This is an optimization exercise on Yosys and OpenROAD, whose aim is small area and few clock cycles, not a production implementation. In this exercise RTL edits were held to simulation tests only and were not proved equivalent to the original. Power is estimated from default activity; no workload was simulated.

==> flow/design.v <==
module cache(
    clk,
    proc_reset,
    proc_read,
    proc_write,
    proc_addr,
    proc_wdata,
    proc_stall,
    proc_rdata,
    mem_read,
    mem_write,
    mem_addr,
    mem_rdata,
    mem_wdata,
    mem_ready
);
    input          clk;
    input          proc_reset;
    input          proc_read, proc_write;
    input   [29:0] proc_addr;
    input   [31:0] proc_wdata;
    output reg         proc_stall;
    output      [31:0] proc_rdata;
    input  [127:0] mem_rdata;
    input          mem_ready;
    output reg         mem_read, mem_write;
    output reg  [27:0] mem_addr;
    output     [127:0] mem_wdata;
    localparam S_IDLE = 2'd0;    
    localparam S_WB   = 2'd1;    
    localparam S_RD   = 2'd2;    
    reg [1:0]   state;
    reg [127:0] data [0:7];      
    reg [24:0]  tag  [0:7];
    reg [7:0]   valid, dirty;
    wire [2:0]  idx  = proc_addr[4:2];
    wire [1:0]  offs = proc_addr[1:0];
    wire        req  = proc_read | proc_write;
    wire [7:0]  sel  = 8'd1 << idx;
    wire [3:0]  wsel = 4'd1 << offs;
    wire [127:0] line;
    wire [24:0]  tag_i;
    cache_sel8 #(.W(153)) u_line (
        .d({data[7], tag[7], data[6], tag[6], data[5], tag[5], data[4], tag[4],
            data[3], tag[3], data[2], tag[2], data[1], tag[1], data[0], tag[0]}),
        .sel(sel),
        .q({line, tag_i})
    );
    wire         hit     = valid[idx] && (tag_i == proc_addr[29:5]);
    wire         dirty_i = dirty[idx];
    wire idle = (state == S_IDLE);
    wire rd   = (state == S_RD);
    wire fill = rd && mem_ready;
    cache_sel8 #(.W(32)) u_word (
        .d({mem_rdata, line}),
        .sel({wsel & {4{rd}}, wsel & {4{~rd}}}),
        .q(proc_rdata)
    );
    assign mem_wdata = line;
    reg [127:0] din;
    integer w;
    always @(*) begin
        for (w = 0; w < 4; w = w + 1)
            din[32*w +: 32] = (proc_write && wsel[w]) ? proc_wdata : mem_rdata[32*w +: 32];
    end
    always @(*) begin
        mem_read   = 1'b0;
        mem_write  = 1'b0;
        mem_addr   = proc_addr[29:2];
        proc_stall = 1'b1;
        case (state)
            S_IDLE: begin
                proc_stall = ~hit;
                if (req && !hit) begin
                    if (dirty_i) begin
                        mem_write = 1'b1;
                        mem_addr  = {tag_i, idx};
                    end else
                        mem_read  = 1'b1;
                end
            end
            S_WB: begin
                mem_write = 1'b1;
                mem_addr  = {tag_i, idx};
            end
            default: begin
                mem_read   = 1'b1;
                proc_stall = ~mem_ready;
            end
        endcase
    end
    always @(posedge clk or posedge proc_reset) begin
        if (proc_reset) begin
            state <= S_IDLE;
            valid <= 8'd0;
            dirty <= 8'd0;
        end else begin
            case (state)
                S_IDLE:
                    if (req && !hit)
                        state <= dirty_i ? S_WB : S_RD;
                    else if (proc_write)
                        dirty[idx] <= 1'b1;
                S_WB:
                    if (mem_ready)
                        state <= S_RD;
                default:
                    if (mem_ready) begin
                        state      <= S_IDLE;
                        valid[idx] <= 1'b1;
                        dirty[idx] <= proc_write;
                    end
            endcase
        end
    end
    integer l;
    always @(posedge clk) begin
        for (l = 0; l < 8; l = l + 1) begin
            if (fill && sel[l])
                tag[l] <= proc_addr[29:5];
            for (w = 0; w < 4; w = w + 1)
                if (sel[l] && (fill || (idle && hit && proc_write && wsel[w])))
                    data[l][32*w +: 32] <= din[32*w +: 32];
        end
    end
endmodule
module cache_sel8 #(parameter W = 1) (
    input  [8*W-1:0] d,
    input  [7:0]     sel,
    output [W-1:0]   q
);
    wire [W-1:0] n0, n1, n2;
    cache_aoi3 #(.W(W)) u0 (.a(d[0*W +: W]), .b(d[1*W +: W]), .c(d[2*W +: W]),
                            .sa(sel[0]), .sb(sel[1]), .sc(sel[2]), .y_n(n0));
    cache_aoi3 #(.W(W)) u1 (.a(d[3*W +: W]), .b(d[4*W +: W]), .c(d[5*W +: W]),
                            .sa(sel[3]), .sb(sel[4]), .sc(sel[5]), .y_n(n1));
    cache_aoi2 #(.W(W)) u2 (.a(d[6*W +: W]), .b(d[7*W +: W]),
                            .sa(sel[6]), .sb(sel[7]), .y_n(n2));
    assign q = ~(n0 & n1 & n2);
endmodule
module cache_aoi3 #(parameter W = 1) (
    input  [W-1:0] a, b, c,
    input          sa, sb, sc,
    output [W-1:0] y_n
);
    assign y_n = ~((a & {W{sa}}) | (b & {W{sb}}) | (c & {W{sc}}));
endmodule
module cache_aoi2 #(parameter W = 1) (
    input  [W-1:0] a, b,
    input          sa, sb,
    output [W-1:0] y_n
);
    assign y_n = ~((a & {W{sa}}) | (b & {W{sb}}));
endmodule
==> flow/flow/run.sh <==
#!/bin/bash
# Standard layout, except that the port buffers are the smallest buffer cell.
set -euo pipefail
EXTRA=(BUFFER_PORTS_ARGS="-buffer_cell sky130_fd_sc_hd__buf_1")
bash standard.sh synth > synth.log 2>&1
bash standard.sh "${EXTRA[@]}" floorplan > floorplan.log 2>&1
bash standard.sh "${EXTRA[@]}" place > place.log 2>&1
bash standard.sh "${EXTRA[@]}" cts > cts.log 2>&1
bash standard.sh "${EXTRA[@]}" route > route.log 2>&1
bash standard.sh "${EXTRA[@]}" finish > finish.log 2>&1
==> flow/standard.sh <==
#!/bin/bash
# synth_recipe.tcl (not shown) runs the flow's synth.tcl, then flattens the netlist and writes it again
# the make line also repeats each setting of config.mk as NAME=value (left out here)
make -C /OpenROAD-flow-scripts/flow DESIGN_CONFIG=/design/flow/config.mk WORK_HOME=/design/flow/orfs CLKGATE_MAP_FILE= SYNTH_SCRIPT=/design/flow/synth_recipe.tcl "${@:-finish}"
==> flow/config.mk <==
export PLATFORM = sky130hd
export DESIGN_NAME = cache
export DESIGN_NICKNAME = cache
export VERILOG_FILES = /design/flow/design.v
export SDC_FILE = /design/flow/constraint.sdc
export NUM_CORES = 4
export LEC_CHECK = 0
export CAP_MARGIN = 20
export CORE_MARGIN = 2
export CORE_UTILIZATION = 60
export CTS_BUF_LIST = sky130_fd_sc_hd__clkbuf_8
export CTS_CLUSTER_DIAMETER = 60
export CTS_CLUSTER_SIZE = 15
export PLACE_DENSITY = 0.75
export SLEW_MARGIN = 20
export SYNTH_HIERARCHICAL = 1
==> flow/constraint.sdc <==
create_clock -name core_clock -period 10.0 [get_ports {clk}]
set_input_delay 2.0000 -clock core_clock [delete_from_list [all_inputs] [get_ports {clk}]]
set_output_delay 2.0000 -clock core_clock [all_outputs]
set_load 0.01 [all_outputs]
==> summary.txt, run 1 <==
Initial cell density of the core - 60.7%
Max clock buf depth - 3
Synth Area in Simple Gates - 3.03%
Compound-Gate Fraction of Synth Area - 12.0%
Xor/xnor share of the synthesized area - 0.457%
CTS tree - built
CTS Buf Count - 96
Io pins - 386
Root buffer cell - clkbuf_8
Final Core Density - 65.6%
Worst-path cell chain - buf_1 > inv_1 > ha_1 > nand2_1 > inv_6 > a222oi_1 > nand3_1 > xor2_1 > a311oi_1 > nand4_1 > nor3_2 > buf_4 > a211oi_4 > buf_4 > mux2_2 > buf_1
Fraction of registers with async set/reset - 1.45%
Share of layout cells above drive strength 1 - 16.5%
Vias - 29300
Worst path arrival time - 6.95 ns
EDFF count, synth - 1224
Crit path max-delay cell type - a311oi_1
Post-CTS Setup Repair Bufs - 0
Number of global-route vias before repair - 27900
VDD IR max - 0.105 mV
Tot GR Track Use - 35.1%
Count of final max-slew check failures - 0
Synth cell types - 49
Clk pwr share - 24.7%
Start point of the critical path - proc_addr[3]
Global-route wire length before repair - 204 mm
Remaining DRCs - 0
Delay-heaviest family, CP - buffers and inverters
Register Area - 37200 um2
Leakage power - 15.7 nW
Combinational share of power - 14.9%
Final setup TNS - 0 ns
Worst path buffer plus inverter count - 6
CP endpoint kind - primary output
Setup WS post-layout - 1.05 ns
Fillers - 5178
Syn Nets - 2723
GP Congestion - 1.02
Status - complete, no violations
Clock transition at the registers of the reported paths - 0.09 ns
H-tree levels - 3
Row count - 103
Critical path type - in2out
Post-Synth Adder-Cell Area - 0.157%
FF+latch count, synth - 1242
Ys flop type - edfxtp_1
Worst setup SP type - input port
Post-route minimum period - 8.95 ns
Slew HR - 18.8%
Share of power burned in registers - 60.4%
Slowest stage delay, CP - 0.60 ns
Die Y - 287 um
Sequential share of the synthesized area - 77.6%
Net Sw Frac - 27.0%
Die ar. - 82200 um2
Tightest Hold Check Type - reg2reg
Mapped Cells - 2522
Max Cap Viol - 0
Via/cell ratio - 7.41
P&R area growth vs syn - 8.15%
Area of the multi-input gates - 9780 um2
Initial antenna violation count - 16
Detail Route Antenna Nets - 0
WL final - 146 mm
DP HPWL - 93.2 mm
Maximum clock rate - 112 MHz
RR Startpoint - tag[3][17]
CP max FO - 67
Warnings from Yosys - 9
Post_cts resized - 0
Area of the mapped netlist - 47900 um2
Worst hold start - valid[0]
RSZ-0062 raised after global routing - no
Final Hold Vio Count - 0
Post-synthesis mux area share - 3.84%
Die Width - 287 um
Worst Max-Slew Pin Slew - 1.22 ns
Pin count of the biggest net entering global routing - 134
Largest family of logic cells by synthesized area - compound AO/OA/AOI/OAI gates
Sink Count - 1242
DRT Pass-1 Iters - 12
Worst skew pair latency - 0.75 ns
Switch Pwr - 2.68 mW
Core Area - 79000 um2
Port buffer count - 385
Cts hold-fix bufs - 0
Total congestion overflow - 0
Drt first-iter violations - 6567
Pint - 7.25 mW
Nets@finish - 3077
Power per cell area - 192 nW/um2
Total power - 9.93 mW
Final period util - 89.5%
Skew final - 0.0469 ns
Dpl ws - 1.23 ns
DR WL/cell - 37.0 um
Critical path required time - 8.00 ns
Final setup fails - 0
Mean post-synth cell area - 19.0 um2
==> flip-flops by register name, summed over array words and instances (netlist names) <==
name and cells:
dirty 8, state 2, tag 200, valid 8
data 1024
==> layout make-up <==
class,instances,share of cell area [%]
Sequential cell,1242,71.7
Multi-Input combinational cell,1079,18.9
Timing Repair Buffer,443,3.75
Clock buffer,99,2.63
Tap cell,1050,2.53
Clock inverter,21,0.285
Inverter,14,0.154
Antenna cell,10,0.0483
==> cells in the mapped netlist (all sizes together), types with 5 or more instances <==
| master | count | area, um2 |
|---|---|---|
| edfxtp | 1224 | 36800 |
| a222oi | 370 | 3700 |
| nand3 | 188 | 941 |
| a22oi | 186 | 1800 |
| mux2 | 153 | 1730 |
| buf | 125 | 1080 |
| clkbuf | 62 | 243 |
| nor2 | 48 | 183 |
| xor2 | 25 | 219 |
| nand2 | 20 | 75.1 |
| dfrtp | 18 | 450 |
| inv | 14 | 52.6 |
| nor2b | 10 | 62.6 |
| nor3 | 9 | 50.1 |
| o21ai | 7 | 38.8 |
| ha | 6 | 75.1 |
| nor4 | 6 | 37.5 |
| a21oi | 5 | 25.0 |
| o31ai | 5 | 42.5 |
==> worst paths after layout <==
| check | endpoint | slack, ns | cells after the start |
|---|---|---|---|
| min reg2reg | valid[0] | 0.47 | 1 |
| max in group asynchronous | state[1] | 8.17 | 2 |
| max reg2reg | data[7][25] | 5.50 | 10 |
| min in group asynchronous | dirty[4] | 1.35 | 2 |
| min | valid[0] | 0.47 | 1 |
| max | mem_addr[20] | 1.05 | 16 |
==> per-layer routing <==
metal  vias up  track usage (%)  wire length, um
li1      11700                -                -
met1     14700             49.9            51000
met2      2655             51.1            65500
met3       269             12.1            24900
met4         8             12.1             5080
met5         -                0               44
==> metrics by stage <==
stage	area, um2	hold WS [ns]	instances
after floorplan	47900	0.423	2522
final	51900	0.469	3958
after detailed placement	50300	0.447	3826
after global placement	50200	0.440	3825
after global routing	51900	0.477	3955
after CTS	51800	0.468	3946
==> power groups by stage <==
| stage | clock, mW | sequential [mW] | combinational, mW |
|---|---|---|---|
| after global placement | 0 | 6.11 | 1.40 |
| after CTS | 2.47 | 6.00 | 1.42 |
| after global routing | 2.64 | 6.02 | 1.52 |
| after detailed placement | 0 | 6.12 | 1.42 |
| after floorplan | 0 | 6.10 | 0.797 |
| final | 2.45 | 6.00 | 1.48 |
==> cell families (layout without fill, tap and decap cells) <==
family,count (synthesis),after routing
other cells,0,10
xor+xnor,25,25
simple gates,296,296
flops,1242,1242
fa+ha+maj,6,6
mux,160,160
compound gates,592,592
buf+inv,201,577
==> placed cells by master (no fill, tap or decap), types with 5 or more instances in the layout <==
master,instances
buf_4,53
a22oi_2,80
buf_1,385
inv_6,10
nor4_1,5
nand2_1,20
o21ai_0,6
xor2_1,25
inv_1,13
mux2_2,152
dfrtp_1,18
diode_2,10
nand3_1,187
buf_12,5
nor3_1,6
clkbuf_8,99
nor2b_4,8
nor2_1,11
a222oi_1,370
a22oi_1,106
nor2_4,36
edfxtp_1,1224
Testbench counts, summed over its fixed seeds: cycles 82,961.
==> inputs of run 2 (changes only) <==
--- a/flow/config.mk
+++ b/flow/config.mk
@@ -9,7 +9,7 @@
 export CORE_MARGIN = 2
 export CORE_UTILIZATION = 60
-export CTS_BUF_LIST = sky130_fd_sc_hd__clkbuf_8
-export CTS_CLUSTER_DIAMETER = 60
-export CTS_CLUSTER_SIZE = 15
+export CTS_BUF_LIST = sky130_fd_sc_hd__clkbuf_16
+export CTS_CLUSTER_DIAMETER = 100
+export CTS_CLUSTER_SIZE = 30
 export PLACE_DENSITY = 0.75
 export SLEW_MARGIN = 20
==> summary.txt, run 2 <==
Post-Synth Adder-Cell Area - 0.157% (unchanged)
Tot GR Track Use - 34.8% (-0.30 points)
Cts hold-fix bufs - 0 (unchanged)
FF+latch count, synth - 1242 (unchanged)
Synth top cells by count - 1224 x edfxtp_1, 370 x a222oi_1, 188 x nand3_1, 152 x mux2_2, 106 x a22oi_1
Worst Max-Slew Pin Slew - 1.19 ns (-0.0262 ns)
DR WL/cell - 37.5 um (+1.3%)
Critical path required time - 8.00 ns (about the same)
Placed insts - 3826 (unchanged)
Final Hold Vio Count - 0 (unchanged)
Syn Nets - 2723 (unchanged)
Nets@finish - 3029 (-1.6%)
Critical path type - in2out
Die Width - 287 um (unchanged)
Post-CTS Setup Repair Bufs - 0 (unchanged)
Detail Route Antenna Nets - 0 (unchanged)
Fin cells - 3888 (-1.8%)
Dominant cells by area after synthesis - edfxtp_1 77%, a222oi_1 7.7%, mux2_2 3.6%
P&R area growth vs syn - 7.70%
Share of the synthesized area in the top cell type - 76.7% (unchanged)
Final setup fails - 0 (unchanged)
RR Startpoint - tag[0][17]
Start point of the critical path - proc_addr[3]
Number of global-route vias before repair - 27400 (-1.5%)
Worst hold start - valid[0]
Initial cell density of the core - 60.7% (unchanged)
Most common cell in the netlist - edfxtp_1
Tightest Hold Check Type - reg2reg
Max clock buf depth - 3 (unchanged)
Die ar. - 82200 um2 (unchanged)
Max reg flops - 1024 (unchanged)
Count of final max-slew check failures - 0 (unchanged)
Remaining DRCs - 0 (unchanged)
VDD IR max - 0.158 mV (+49%)
Compound-Gate Fraction of Synth Area - 12.0% (unchanged)
Maximum clock rate - 112 MHz (+0.28%)
Final setup TNS - 0 ns (unchanged)
EDFF count, synth - 1224 (unchanged)
Leakage power - 15.5 nW (-1.0%)
Final period util - 89.3% (-0.25 points)
DRT Pass-1 Iters - 11 (-1)
Core Area - 79000 um2 (unchanged)
CP max FO - 67 (unchanged)
Drt first-iter violations - 6067 (-7.6%)
Xor/xnor share of the synthesized area - 0.457% (unchanged)
Worst skew pair latency - 0.65 ns (-0.10 ns)
Biggest regs - data x1024, tag x200
Area of the mapped netlist - 47900 um2 (unchanged)
Initial antenna violation count - 10 (-6)
GP Congestion - 1.02 (unchanged)
Warnings from Yosys - 9 (unchanged)
Io pins - 386 (unchanged)
Root buffer cell - clkbuf_16
Worst setup SP type - input port
Vias - 29100 (-0.90%)
Leading cell types in the layout, fill and taps excluded - 1224 x edfxtp_1, 385 x buf_1, 370 x a222oi_1
Skew final - 0.0458 ns (-0.00108 ns)
Pin count of the biggest net entering global routing - 134 (unchanged)
Sequential share of the synthesized area - 77.6% (unchanged)
Sink Count - 1242 (unchanged)
RSZ-0062 raised after global routing - no
CTS Buf Count - 48 (-50%)
Die Y - 287 um (unchanged)
Fraction of registers with async set/reset - 1.45% (unchanged)
Global-route wire length before repair - 202 mm (-0.80%)
DP HPWL - 93.2 mm (unchanged)
CTS tree - built
WL final - 146 mm (-0.49%)
Row count - 103 (unchanged)
Synth cell types - 49 (unchanged)
Synth Area in Simple Gates - 3.03% (unchanged)
H-tree levels - 2 (-1)
Clock transition at the registers of the reported paths - 0.11 ns (+0.02 ns)
Mean post-synth cell area - 19.0 um2 (unchanged)
Post-synthesis mux area share - 3.84% (unchanged)
Share of layout cells above drive strength 1 - 14.8% (-1.7 points)
CP endpoint kind - primary output
Biggest register - data
Post-route minimum period - 8.93 ns (-0.0247 ns)
Worst path arrival time - 6.93 ns (-0.02 ns)
Total congestion overflow - 0 (unchanged)
Total power - 9.85 mW (-0.80%)
Fillers - 5211 (+0.64%)
Commonest non-fill, non-tap cell in the layout - edfxtp_1
R2R setup slack - 5.51 ns (about the same)
Post_cts resized - 0 (unchanged)
Max Cap Viol - 0 (unchanged)
Power per cell area - 191 nW/um2 (-0.39%)
Area leader, netlist - edfxtp_1
Slew HR - 20.6% (+1.8 points)
Via/cell ratio - 7.47 (+0.89%)
Status - complete, no violations
Mapped Cells - 2522 (unchanged)
Port buffer count - 385 (unchanged)
Largest family of logic cells by synthesized area - compound AO/OA/AOI/OAI gates
Final Core Density - 65.4% (-0.27 points)
Ys flop type - edfxtp_1
==> run 2: cell counts after synthesis <==
No cell type changed its count.
==> run 2: logic make-up after synthesis <==
| logic type | Yosys count |
|---|---|
| AO/OA/AOI/OAI | 592 |
| XOR/XNOR | 25 |
| adder cells (fa/ha/maj) | 6 |
| buffers and inverters | 201 |
| flip-flops | 1242 |
| multiplexers | 160 |
| AND/OR/NAND/NOR | 296 |
==> run 2: critical path, stage by stage <==
cell and delay [ns]:
buf_1 0.45, inv_1 0.14, ha_1 0.31, nand2_1 0.53
inv_6 0.42, a222oi_1 0.36, nand3_1 0.25, xor2_1 0.27
a311oi_1 0.59, nand4_1 0.34, nor3_2 0.18, buf_4 0.24
a211oi_4 0.08, buf_4 0.25, mux2_2 0.32, buf_1 0.13
==> run 2: area by class of cell <==
| type | count | area, um2 | area share [%] |
|---|---|---|---|
| flip-flops and latches | 1242 | 37200 | 72.0 |
| multi-input cells | 1079 | 9780 | 18.9 |
| repair buffers | 443 | 1940 | 3.76 |
| well taps | 1050 | 1310 | 2.54 |
| clock buffers | 48 | 1200 | 2.33 |
| clock inverters | 6 | 103 | 0.199 |
| inverters | 14 | 80.1 | 0.155 |
| diodes | 6 | 15.0 | 0.0291 |
==> run 2: final timing paths <==
| check | endpoint | depth (start not counted) |
|---|---|---|
| max in group asynchronous | dirty[5] | 2 |
| max | mem_addr[20] | 16 |
| min in group asynchronous | dirty[4] | 2 |
| max reg2reg | data[2][19] | 10 |
| min | valid[0] | 1 |
| min reg2reg | valid[0] | 1 |
==> run 2: report_power, final <==
part           internal (mW)  switching, mW  total [mW]
clock network          0.911           1.46        2.37
logic                  0.403           1.08        1.48
registers               5.94         0.0651        6.00
==> run 2: layer usage <==
| metal | part of all wire [%] | up-vias | GRT usage (%) |
|---|---|---|---|
| met5 | 0.038 | - | 0 |
| met1 | 35 | 14600 | 49.4 |
| met3 | 17 | 258 | 12.3 |
| met2 | 45 | 2595 | 50.7 |
| met4 | 3.5 | 8 | 11.5 |
| li1 | - | 11600 | - |
==> run 2: metrics by stage <==
step | hold WS [ns] | setup slack (ns) | instance area (um2)
final | 0.474 | 1.07 | 51600
after global routing | 0.482 | 0.887 | 51600
after CTS | 0.472 | 1.22 | 51600
after detailed placement | 0.447 | 1.23 | 50300
after global placement | 0.440 | 1.31 | 50200
after floorplan | 0.423 | 2.98 | 47900
==> inputs of run 3 (changes only) <==
--- a/flow/design.v
+++ b/flow/design.v
@@ -130,12 +130,10 @@
     output [W-1:0]   q
 );
-    wire [W-1:0] n0, n1, n2;
+    wire [W-1:0] n0, n1;
     cache_aoi3 #(.W(W)) u0 (.a(d[0*W +: W]), .b(d[1*W +: W]), .c(d[2*W +: W]),
                             .sa(sel[0]), .sb(sel[1]), .sc(sel[2]), .y_n(n0));
     cache_aoi3 #(.W(W)) u1 (.a(d[3*W +: W]), .b(d[4*W +: W]), .c(d[5*W +: W]),
                             .sa(sel[3]), .sb(sel[4]), .sc(sel[5]), .y_n(n1));
-    cache_aoi2 #(.W(W)) u2 (.a(d[6*W +: W]), .b(d[7*W +: W]),
-                            .sa(sel[6]), .sb(sel[7]), .y_n(n2));
-    assign q = ~(n0 & n1 & n2);
+    assign q = ~(n0 & n1 & ~((d[6*W +: W] & {W{sel[6]}}) | (d[7*W +: W] & {W{sel[7]}})));
 endmodule
 module cache_aoi3 #(parameter W = 1) (
@@ -146,9 +144,2 @@
     assign y_n = ~((a & {W{sa}}) | (b & {W{sb}}) | (c & {W{sc}}));
 endmodule
-module cache_aoi2 #(parameter W = 1) (
-    input  [W-1:0] a, b,
-    input          sa, sb,
-    output [W-1:0] y_n
-);
-    assign y_n = ~((a & {W{sa}}) | (b & {W{sb}}));
-endmodule
--- a/flow/config.mk
+++ b/flow/config.mk
@@ -6,5 +6,5 @@
 export NUM_CORES = 4
 export LEC_CHECK = 0
-export CAP_MARGIN = 20
+export CAP_MARGIN = 10
 export CORE_MARGIN = 2
 export CORE_UTILIZATION = 60
@@ -13,4 +13,4 @@
 export CTS_CLUSTER_SIZE = 30
 export PLACE_DENSITY = 0.75
-export SLEW_MARGIN = 20
+export SLEW_MARGIN = 10
 export SYNTH_HIERARCHICAL = 1
==> summary.txt, run 3 <==
Biggest register - data
P&R area growth vs syn - 7.61% (about the same)
Vias - 29700 (+2.1%)
Die Y - 286 um (-0.40%)
Clock transition at the registers of the reported paths - 0.10 ns (about the same)
Share of the synthesized area in the top cell type - 77.3% (+0.63 points)
Worst setup SP type - input port
Total congestion overflow - 0 (unchanged)
Critical path type - in2out
Switch Pwr - 2.58 mW (-0.76%)
Cts hold-fix bufs - 0 (unchanged)
Final period util - 88.9% (-0.33 points)
Pin count of the biggest net entering global routing - 70 (-48%)
Port buffer count - 385 (unchanged)
Largest family of logic cells by synthesized area - compound AO/OA/AOI/OAI gates
DP HPWL - 90.8 mm (-2.5%)
CTS tree - built
Maximum clock rate - 112 MHz (+0.37%)
Die Width - 286 um (-0.40%)
Row count - 103 (unchanged)
Synth Area in Simple Gates - 3.06% (+0.025 points)
Area of the multi-input gates - 9360 um2 (-4.3%)
Net Sw Frac - 26.4% (-0.043 points)
Hold_ws - 0.472 ns (-0.00173 ns)
EDFF count, synth - 1224 (unchanged)
Area of the mapped netlist - 47600 um2 (-0.82%)
RSZ-0062 raised after global routing - no
RR Startpoint - tag[3][21]
Dpl cell area - 49900 um2 (-0.78%)
Warnings from Yosys - 9 (unchanged)
Post-route minimum period - 8.89 ns (-0.0325 ns)
Detail Route Antenna Nets - 0 (unchanged)
Combinational share of power - 14.9% (about the same)
Hold Path End - valid[0]
Dominant cells by area after synthesis - edfxtp_1 77%, a222oi_1 7.8%, mux2_2 3.6%
Drt first-iter violations - 6559 (+8.1%)
Compound-Gate Fraction of Synth Area - 11.3% (-0.74 points)
Via/cell ratio - 7.61 (+1.8%)
Initial cell density of the core - 60.4% (-0.30 points)
H-tree levels - 2 (unchanged)
Final Cell Area - 51200 um2 (-0.90%)
Register Area - 37200 um2 (unchanged)
Post-CTS Setup Repair Bufs - 0 (unchanged)
Sink Count - 1242 (unchanged)
Count of final max-slew check failures - 0 (unchanged)
Final setup TNS - 0 ns (unchanged)
Final setup fails - 0 (unchanged)
Commonest non-fill, non-tap cell in the layout - edfxtp_1
Mean post-synth cell area - 18.9 um2 (-0.82%)
Clk pwr share - 23.9% (-0.2 points)
Fillers - 5242 (+0.59%)
Synth cell types - 48 (-2.0%)
Grt met2 use - 52.3% (+1.6 points)
Max Cap Viol - 0 (unchanged)
R2R setup slack - 5.00 ns (-0.51 ns)
Synth top cells by count - 1224 x edfxtp_1, 370 x a222oi_1, 188 x nand3_1, 186 x a22oi_1, 152 x mux2_2
Nets@finish - 3035 (+0.20%)
Routing usage on met1 - 48.1% (-1.4 points)
VDD IR max - 0.133 mV (-15%)
Worst skew pair latency - 0.65 ns (about the same)
Status - complete, no violations
Power per cell area - 191 nW/um2 (+0.30%)
Share of layout cells above drive strength 1 - 12.1% (-2.7 points)
DRT Pass-1 Iters - 14 (+3)
Sequential share of the synthesized area - 78.2% (+0.64 points)
Slew HR - 21.5% (+0.96 points)
CTS Buf Count - 47 (-2.1%)
Syn Nets - 2723 (unchanged)
Max reg flops - 1024 (unchanged)
Worst Max-Slew Pin Slew - 1.17 ns (-0.0154 ns)
Final Hold Vio Count - 0 (unchanged)
Number of global-route vias before repair - 28300 (+3.1%)
Worst hold start - valid[0]
CP endpoint kind - primary output
Leading cell types in the layout, fill and taps excluded - 1224 x edfxtp_1, 385 x buf_1, 370 x a222oi_1
Max clock buf depth - 3 (unchanged)
Post-synthesis mux area share - 3.87% (+0.032 points)
DR WL/cell - 37.9 um (+1.1%)
Root buffer cell - clkbuf_16
Initial antenna violation count - 8 (-2)
Skew final - 0.0244 ns (-0.0215 ns)
WL final - 148 mm (+1.4%)
Tot GR Track Use - 35.4% (+0.60 points)
Worst path arrival time - 6.89 ns (-0.04 ns)
FF+latch count, synth - 1242 (unchanged)
GP Congestion - 0.987 (-3.0%)
M3 GR Usage - 12.0% (-0.37 points)
Core Area - 78700 um2 (-0.33%)
Share of power burned in registers - 61.2% (+0.3 points)
Ys flop type - edfxtp_1
CP max FO - 48 (-28%)
Io pins - 386 (unchanged)
Fraction of registers with async set/reset - 1.45% (unchanged)
Die ar. - 81500 um2 (-0.80%)
Post_cts resized - 0 (unchanged)
Global-route wire length before repair - 204 mm (+0.93%)
Reg2Reg Depth - 9 (-1)
Biggest regs - data x1024, tag x200
Top Usage Layer GRT - met2
Hold depth - 1 (unchanged)
Xor/xnor share of the synthesized area - 0.460% (+0.0038 points)
Mapped Cells - 2522 (unchanged)
Remaining DRCs - 0 (unchanged)
Reg2reg end - data[4][64]
Tightest Hold Check Type - reg2reg
Area leader, netlist - edfxtp_1
Pint - 7.21 mW (-0.54%)
Fin cells - 3901 (+0.33%)
Most common cell in the netlist - edfxtp_1
Leakage power - 15.5 nW (about the same)
Placed insts - 3835 (+0.24%)
Critical path required time - 8.00 ns (about the same)
Post-Synth Adder-Cell Area - 0.158% (+0.0013 points)
[run 3: cells by family (layout without fill, tap and decap cells)]
logic type      count (synthesis)  in the layout
compound gates                592            592
xor+xnor                       25             25
fa+ha+maj                       6              6
buf+inv                       201            525
flops                        1242           1242
mux                           160            160
other cells                     0              5
simple gates                  296            296
[run 3: how the worst max path moves through the flow]
| stage | slack, ns | startpoint | end | depth (start not counted) |
|---|---|---|---|---|
| 5_1_grt | 0.85 | proc_addr[2] | mem_addr[20] | 15 |
| 3_5_place_dp | 1.25 | proc_addr[2] | mem_addr[13] | 15 |
| 3_3_place_gp | 1.33 | proc_addr[2] | mem_addr[7] | 15 |
| 6_report | 1.11 | proc_addr[2] | mem_addr[20] | 15 |
| 2_1_floorplan | 2.98 | proc_addr[3] | mem_addr[27] | 16 |
| 4_1_cts | 1.22 | proc_addr[2] | mem_addr[20] | 15 |
[run 3: power groups by stage]
stage          Clock (mW)  Combinational (mW)  Sequential (mW)
3_5_place_dp            0                1.39             6.12
6_report             2.34                1.46             6.00
2_1_floorplan           0               0.789             6.09
5_1_grt              2.50                1.49             6.01
3_3_place_gp            0                1.37             6.10
4_1_cts              2.34                1.40             6.00
[run 3: metal layers]
layer	vias to the layer above	wire length [um]
met3	431	25500
met5	-	70
met4	12	7870
met1	14700	48400
li1	11600	-
met2	2944	66000
[run 3: stage by stage]
stage / utilization, % / setup slack, ns / power (mW)
6_report: 65.0 / 1.11 / 9.80
5_1_grt: 65.0 / 0.849 / 10.0
4_1_cts: 65.0 / 1.22 / 9.73
2_1_floorplan: - / 2.98 / 6.88
3_5_place_dp: 63.4 / 1.25 / 7.51
3_3_place_gp: 63.4 / 1.33 / 7.47
[run 3: layout make-up]
class                   count  area share [%]
inverters                  14           0.156
flip-flops and latches   1242            72.7
clock inverters            13           0.144
clock buffers              48            2.35
repair buffers            450            3.78
diodes                      5          0.0244
well taps                1050            2.57
multi-input cells        1079            18.3
[run 3: critical path: stages]
cell	delay, ns
buf_1	0.31
inv_1	0.23
ha_1	0.28
nand2_1	0.46
inv_6	0.32
a22oi_1	0.28
nand3_1	0.16
xor2_1	0.20
nor4_1	0.61
nand4_1	0.26
nor3_2	0.68
a211oi_4	0.26
buf_4	0.30
mux2_2	0.31
buf_1	0.13
Testbench counts of run 3, summed over its fixed seeds: cycles 82,961.
==> inputs of run 4 (changes only) <==
--- a/flow/design.v
+++ b/flow/design.v
@@ -89,4 +89,8 @@
             end
         endcase
+        if (proc_reset) begin
+            mem_read  = 1'b0;
+            mem_write = 1'b0;
+        end
     end
     always @(posedge clk or posedge proc_reset) begin
--- a/flow/config.mk
+++ b/flow/config.mk
@@ -8,9 +8,9 @@
 export CAP_MARGIN = 10
 export CORE_MARGIN = 2
-export CORE_UTILIZATION = 60
+export CORE_UTILIZATION = 70
 export CTS_BUF_LIST = sky130_fd_sc_hd__clkbuf_16
 export CTS_CLUSTER_DIAMETER = 100
 export CTS_CLUSTER_SIZE = 30
-export PLACE_DENSITY = 0.75
+export PLACE_DENSITY = 0.85
 export SLEW_MARGIN = 10
 export SYNTH_HIERARCHICAL = 1
==> summary.txt, run 4 <==
Initial cell density of the core - 70.7% (+10 points)
Max clock buf depth - 3 (unchanged)
Vias - 30900 (+4.1%)
Io pins - 386 (unchanged)
Area leader, netlist - edfxtp_1
Biggest regs - data x1024, tag x200
CTS tree - built
Fillers - 3693 (-30%)
Worst setup SP type - input port
Leakage power - 15.9 nW (+2.7%)
Max Cap Viol - 0 (unchanged)
Mapped Cells - 2643 (+4.8%)
H-tree levels - 2 (unchanged)
Dpl ws - 1.20 ns (-0.0429 ns)
Core Area - 67300 um2 (-15%)
CTS Buf Count - 47 (unchanged)
CP endpoint kind - primary output
Die Y - 265 um (-7.3%)
EDFF count, synth - 1224 (unchanged)
Placed insts - 3773 (-1.6%)
VDD IR max - 0.159 mV (+19%)
Pin count of the biggest net entering global routing - 128 (+83%)
Clock transition at the registers of the reported paths - 0.11 ns (about the same)
Max reg flops - 1024 (unchanged)
Maximum clock rate - 111 MHz (-1.4%)
Tightest Hold Check Type - reg2reg
Detail Route Antenna Nets - 0 (unchanged)
Dpl cell area - 49700 um2 (-0.44%)
Die ar. - 70100 um2 (-14%)
CP max FO - 34 (-29%)
WL final - 148 mm (about the same)
Via/cell ratio - 8.03 (+5.6%)
Worst skew pair latency - 0.65 ns (about the same)
Root buffer cell - clkbuf_16
Critical path type - in2out
Most common cell in the netlist - edfxtp_1
Final period util - 90.2% (+1.2 points)
Skew final - 0.0261 ns (+0.00173 ns)
Post-route minimum period - 9.02 ns (+0.124 ns)
DP HPWL - 92.9 mm (+2.2%)
Worst Max-Slew Pin Slew - 1.40 ns (+0.223 ns)
Worst path arrival time - 7.02 ns (+0.13 ns)
Global-route wire length before repair - 206 mm (+0.97%)
Synth cell types - 43 (-10%)
Register Area - 37200 um2 (unchanged)
Power per cell area - 194 nW/um2 (+1.6%)
Port buffer count - 385 (unchanged)
Biggest register - data
Post_cts resized - 0 (unchanged)
Synth top cells by count - 1224 x edfxtp_1, 370 x a222oi_1, 206 x nand2_1, 189 x nand3_1, 186 x a22oi_1
Leading cell types in the layout, fill and taps excluded - 1224 x edfxtp_1, 385 x buf_1, 370 x a222oi_1
Sequential share of the synthesized area - 78.2% (about the same)
Drt first-iter violations - 8038 (+23%)
Cts hold-fix bufs - 0 (unchanged)
FF+latch count, synth - 1242 (unchanged)
Ys flop type - edfxtp_1
DRT Pass-1 Iters - 17 (+3)
Share of the synthesized area in the top cell type - 77.3% (about the same)
Post-CTS Setup Repair Bufs - 0 (unchanged)
Mean post-synth cell area - 18.0 um2 (-4.5%)
Final Cell Area - 51000 um2 (-0.38%)
Die Width - 265 um (-7.3%)
Status - complete, no violations
Slew HR - 6.67% (-15 points)
Fin cells - 3847 (-1.4%)
Area of the mapped netlist - 47600 um2 (about the same)
Warnings from Yosys - 9 (unchanged)
RSZ-0062 raised after global routing - no
Number of global-route vias before repair - 29300 (+3.6%)
P&R area growth vs syn - 7.16%
Area of the multi-input gates - 9330 um2 (-0.25%)
Tot GR Track Use - 41.6% (+6.2 points)
Row count - 95 (-7.8%)
Critical path required time - 8.00 ns (about the same)
Nets@finish - 3150 (+3.8%)
Count of final max-slew check failures - 0 (unchanged)
Total congestion overflow - 0 (unchanged)
Setup WS post-layout - 0.981 ns (-0.124 ns)
DR WL/cell - 38.4 um (+1.4%)
Remaining DRCs - 0 (unchanged)
GP Congestion - 1.08 (+9.0%)
Share of layout cells above drive strength 1 - 9.53% (-2.5 points)
Dominant cells by area after synthesis - edfxtp_1 77%, a222oi_1 7.8%, a22oi_1 2.9%
Final Core Density - 75.8% (+11 points)
Final Hold Vio Count - 0 (unchanged)
Sink Count - 1242 (unchanged)
Final setup TNS - 0 ns (unchanged)
Commonest non-fill, non-tap cell in the layout - edfxtp_1
Fraction of registers with async set/reset - 1.45% (unchanged)
Syn Nets - 2844 (+4.4%)
Final setup fails - 0 (unchanged)
Initial antenna violation count - 22 (+14)
## run 4: cell type report
| type | count | share of cell area, % |
|---|---|---|
| Timing Repair Buffer | 449 | 3.83 |
| Sequential cell | 1242 | 73.0 |
| Inverter | 16 | 0.172 |
| Clock buffer | 49 | 2.40 |
| Multi-Input combinational cell | 1193 | 18.3 |
| Clock inverter | 10 | 0.101 |
| Tap cell | 873 | 2.14 |
| Antenna cell | 15 | 0.0736 |
## run 4: path summary, 6_finish.rpt
check	cells past startpoint	slack, ns	end	from
setup reg to reg	10	4.82	data[2][25]	tag[3][24]
hold reg to reg	1	0.47	valid[0]	valid[0]
setup / recovery	14	0.98	mem_addr[26]	proc_addr[4]
hold / removal	1	0.47	valid[0]	valid[0]
max in group asynchronous	2	8.05	valid[6]	proc_reset
min in group asynchronous	2	1.49	state[0]	proc_reset
## run 4: per-layer routing
metal  global-route usage [%]  share of wire [%]
met3                     18.7                 20
met4                     15.7                4.7
met1                     55.0                 31
met5                    0.762               0.11
met2                     61.5                 44
## run 4: cell families (layout without fill, tap and decap cells)
group | Yosys count | in the layout | synth area share (%)
flip-flops | 1242 | 1242 | 78.2
AO/OA/AOI/OAI | 581 | 581 | 11.1
AND/OR/NAND/NOR | 482 | 482 | 4.56
buffers and inverters | 208 | 524 | 2.95
multiplexers | 99 | 99 | 2.59
XOR/XNOR | 25 | 25 | 0.460
adder cells (fa/ha/maj) | 6 | 6 | 0.158
other | 0 | 15 | 0
## run 4: power by group
| part | switching, mW | total [mW] | internal (mW) | leakage [nW] |
|---|---|---|---|---|
| sequential | 0.0775 | 6.06 | 5.98 | 11.3 |
| combinational | 1.11 | 1.51 | 0.400 | 4.01 |
| clock | 1.45 | 2.34 | 0.892 | 0.658 |
## run 4: worst max-delay path: stages
cell      delay, ns
buf_1          0.39
inv_1          0.26
nand2_1        0.49
inv_4          0.35
a222oi_1       0.58
nand3_1        0.21
xor2_1         0.23
nor4_1         0.58
nand4_1        0.38
o22ai_1        0.32
o31a_2         0.18
buf_4          0.42
mux2_2         0.41
buf_1          0.13
## run 4: stage by stage
stage	total power, mW	hold slack (ns)
after global placement	7.54	0.447
final	9.91	0.472
after global routing	10.1	0.491
after detailed placement	7.60	0.448
after floorplan	6.96	0.423
after CTS	9.80	0.474
Testbench counts of run 4, summed over its fixed seeds: cycles 82,961.
==> inputs of run 5 (changes only) <==
==> flow/config.mk (replaced) <==
export PLATFORM = sky130hd
export DESIGN_NAME = cache
export DESIGN_NICKNAME = cache
export VERILOG_FILES = /design/flow/design.v
export SDC_FILE = /design/flow/constraint.sdc
export NUM_CORES = 4
export LEC_CHECK = 0
export CAP_MARGIN = 20
export CORE_MARGIN = 2
export CORE_UTILIZATION = 60
export CTS_BUF_LIST = sky130_fd_sc_hd__clkbuf_16
export CTS_CLUSTER_DIAMETER = 100
export CTS_CLUSTER_SIZE = 30
export PLACE_DENSITY = 0.75
export SLEW_MARGIN = 20
export SYNTH_HIERARCHICAL = 1
==> summary.txt, run 5 <==
DP HPWL - 93.4 mm (+0.60%)
Pin count of the biggest net entering global routing - 129 (+0.78%)
Tot GR Track Use - 35.9% (-5.7 points)
CTS Buf Count - 47 (unchanged)
WL final - 149 mm (+0.95%)
Initial cell density of the core - 60.4% (-10 points)
Worst skew pair latency - 0.67 ns (+0.02 ns)
DR WL/cell - 37.1 um (-3.5%)
Post-route minimum period - 9.17 ns (+0.148 ns)
Dpl cell area - 50000 um2 (+0.64%)
Sequential share of the synthesized area - 78.2% (unchanged)
Share of power burned in registers - 61.1% (about the same)
Synth top cells by count - 1224 x edfxtp_1, 370 x a222oi_1, 206 x nand2_1, 189 x nand3_1, 186 x a22oi_1
Die Width - 286 um (+7.9%)
Critical path required time - 8.00 ns (about the same)
Fillers - 5308 (+44%)
Nets@finish - 3157 (+0.22%)
CTS tree - built
Area leader, netlist - edfxtp_1
Post-CTS Setup Repair Bufs - 0 (unchanged)
CP endpoint kind - primary output
Port buffer count - 385 (unchanged)
Power per cell area - 193 nW/um2 (-0.75%)
Core Area - 78700 um2 (+17%)
Detail Route Antenna Nets - 0 (unchanged)
Max reg flops - 1024 (unchanged)
Die Y - 286 um (+7.9%)
Combinational share of power - 15.4% (about the same)
Global-route wire length before repair - 208 mm (+0.96%)
Share of layout cells above drive strength 1 - 9.75% (+0.22 points)
FF+latch count, synth - 1242 (unchanged)
RSZ-0062 raised after global routing - no
VDD IR max - 0.160 mV (+0.49%)
GP Congestion - 1.02 (-5.1%)
Post_cts resized - 0 (unchanged)
Sink Count - 1242 (unchanged)
Root buffer cell - clkbuf_16
Final Cell Area - 51300 um2 (+0.65%)
Clock transition at the registers of the reported paths - 0.11 ns (about the same)
Pint - 7.27 mW (-0.13%)
Area of the mapped netlist - 47600 um2 (unchanged)
Slew HR - 17.7% (+11 points)
Final setup TNS - 0 ns (unchanged)
Ys flop type - edfxtp_1
Final setup fails - 0 (unchanged)
Mapped Cells - 2643 (unchanged)
Most common cell in the netlist - edfxtp_1
Critical path type - in2out
Final period util - 91.7% (+1.5 points)
Worst Max-Slew Pin Slew - 1.23 ns (-0.169 ns)
Drt first-iter violations - 6895 (-14%)
DRT Pass-1 Iters - 10 (-7)
P&R area growth vs syn - 7.85%
Skew final - 0.0346 ns (+0.00847 ns)
Vias - 30100 (-2.7%)
Share of the synthesized area in the top cell type - 77.3% (unchanged)
Switch Pwr - 2.63 mW (about the same)
Commonest non-fill, non-tap cell in the layout - edfxtp_1
Leakage power - 16.0 nW (+0.33%)
Synth cell types - 43 (unchanged)
EDFF count, synth - 1224 (unchanged)
Biggest register - data
Final Hold Vio Count - 0 (unchanged)
Worst setup SP type - input port
Initial antenna violation count - 18 (-18%)
CP max FO - 70 (+110%)
Max clock buf depth - 3 (unchanged)
Leading cell types in the layout, fill and taps excluded - 1224 x edfxtp_1, 385 x buf_1, 370 x a222oi_1
Number of global-route vias before repair - 28600 (-2.3%)
Worst path arrival time - 7.17 ns (+0.15 ns)
Syn Nets - 2844 (unchanged)
Die ar. - 81600 um2 (+16%)
Tightest Hold Check Type - reg2reg
Warnings from Yosys - 9 (unchanged)
Max Cap Viol - 0 (unchanged)
Status - complete, no violations
Fraction of registers with async set/reset - 1.45% (unchanged)
Net Sw Frac - 26.6% (about the same)
Remaining DRCs - 0 (unchanged)
Row count - 103 (+8.4%)
Cts hold-fix bufs - 0 (unchanged)
Io pins - 386 (unchanged)
Mean post-synth cell area - 18.0 um2 (unchanged)
Biggest regs - data x1024, tag x200
Clk pwr share - 23.5% (about the same)
Total congestion overflow - 0 (unchanged)
Maximum clock rate - 109 MHz (-1.6%)
Dominant cells by area after synthesis - edfxtp_1 77%, a222oi_1 7.8%, a22oi_1 2.9%
Count of final max-slew check failures - 0 (unchanged)
Via/cell ratio - 7.47 (-7.0%)
H-tree levels - 2 (unchanged)
==> run 5: cell counts after synthesis <==
No cell type changed its count.
==> run 5: routing by layer <==
| layer | vias up | part of all wire [%] | GRT usage (%) |
|---|---|---|---|
| li1 | 11900 | - | - |
| met1 | 14800 | 34 | 49.8 |
| met2 | 2931 | 44 | 53.0 |
| met3 | 432 | 17 | 12.8 |
| met4 | 18 | 4.5 | 13.3 |
| met5 | - | 0.072 | 0 |
==> run 5: final timing paths <==
check	startpoint	end	slack [ns]	cells after the start
max	proc_addr[2]	mem_addr[12]	0.83	13
min	valid[0]	valid[0]	0.48	1
max reg2reg	tag[0][5]	data[3][26]	5.38	10
min reg2reg	valid[0]	valid[0]	0.48	1
max in group asynchronous	proc_reset	dirty[6]	8.03	2
min in group asynchronous	proc_reset	state[0]	1.49	2
==> run 5: area by class of cell <==
type | count | area (um2) | share of cell area [%]
clock inverters | 11 | 98.8 | 0.193
flip-flops and latches | 1242 | 37200 | 72.5
inverters | 16 | 90.1 | 0.176
multi-input cells | 1193 | 9330 | 18.2
repair buffers | 456 | 2070 | 4.04
well taps | 1050 | 1310 | 2.56
diodes | 10 | 25.0 | 0.0488
clock buffers | 47 | 1180 | 2.29
==> run 5: per-stage QoR <==
stage	setup slack [ns]	power, mW	cells	util [%]	hold WS (ns)
4_1_cts	0.937	9.84	4014	65.1	0.476
5_1_grt	0.440	10.1	4019	65.1	0.509
3_5_place_dp	0.940	7.63	3956	63.5	0.450
6_report	0.833	9.90	4025	65.2	0.475
2_1_floorplan	2.90	6.96	2643	-	0.423
3_3_place_gp	1.22	7.57	3953	63.4	0.444
==> run 5: power by group through the flow <==
stage / Combinational, mW / Sequential, mW / Clock (mW)
global placement: 1.42 / 6.16 / 0
floorplan: 0.814 / 6.14 / 0
finish: 1.52 / 6.05 / 2.32
global route: 1.57 / 6.07 / 2.48
detailed placement: 1.46 / 6.17 / 0
CTS: 1.46 / 6.05 / 2.33
==> run 5: cells by family (layout without fill, tap and decap cells) <==
kind of cell             Yosys count  in the layout  synth area share [%]
flip-flops                      1242           1242                  78.2
AO/OA/AOI/OAI                    581            581                  11.1
AND/OR/NAND/NOR                  482            482                  4.56
buffers and inverters            208            530                  2.95
multiplexers                      99             99                  2.59
XOR/XNOR                          25             25                 0.460
adder cells (fa/ha/maj)            6              6                 0.158
other                              0             10                     0
==> run 5: critical path, stage by stage <==
cell	delay, ns
buf_1	0.52
ha_1	0.45
nand2_1	0.40
inv_6	0.75
a222oi_1	0.25
nand3_1	0.24
xor2_1	0.19
nor4_1	0.53
nand4_2	0.22
o22ai_1	0.25
o31a_2	0.77
mux2_2	0.42
buf_1	0.13

## separate check: timing with driven ports
Ports are ideal in the flow. The routed layouts listed here were re-timed in OpenROAD. Step 1: set_driving_cell puts a clkbuf_16 on clk and a buf_2 on each other input, an assumption about the parent block. Step 2 also shifts input and output timing later by t, the mid clock arrival at the registers, as if the neighbouring blocks saw the same clock. a / b / c = ideal ports / drivers / drivers and shift; a / b = the first two.
run	t, ns	setup slack, ns	worst setup path at the end	clock arrival spread, ns
run 1	0.795	1.048 / 1.013 / 1.013	input to output	0.050 / 0.050
run 2	0.710	1.073 / 1.038 / 1.038	input to output	0.050 / 0.051
run 3	0.716	1.106 / 1.073 / 1.073	input to output	0.035 / 0.035
run 4	0.700	0.981 / 0.954 / 0.954	input to output	0.027 / 0.027
run 5	0.713	0.833 / 0.809 / 0.809	input to output	0.035 / 0.034
After both steps every run listed still meets setup and hold.
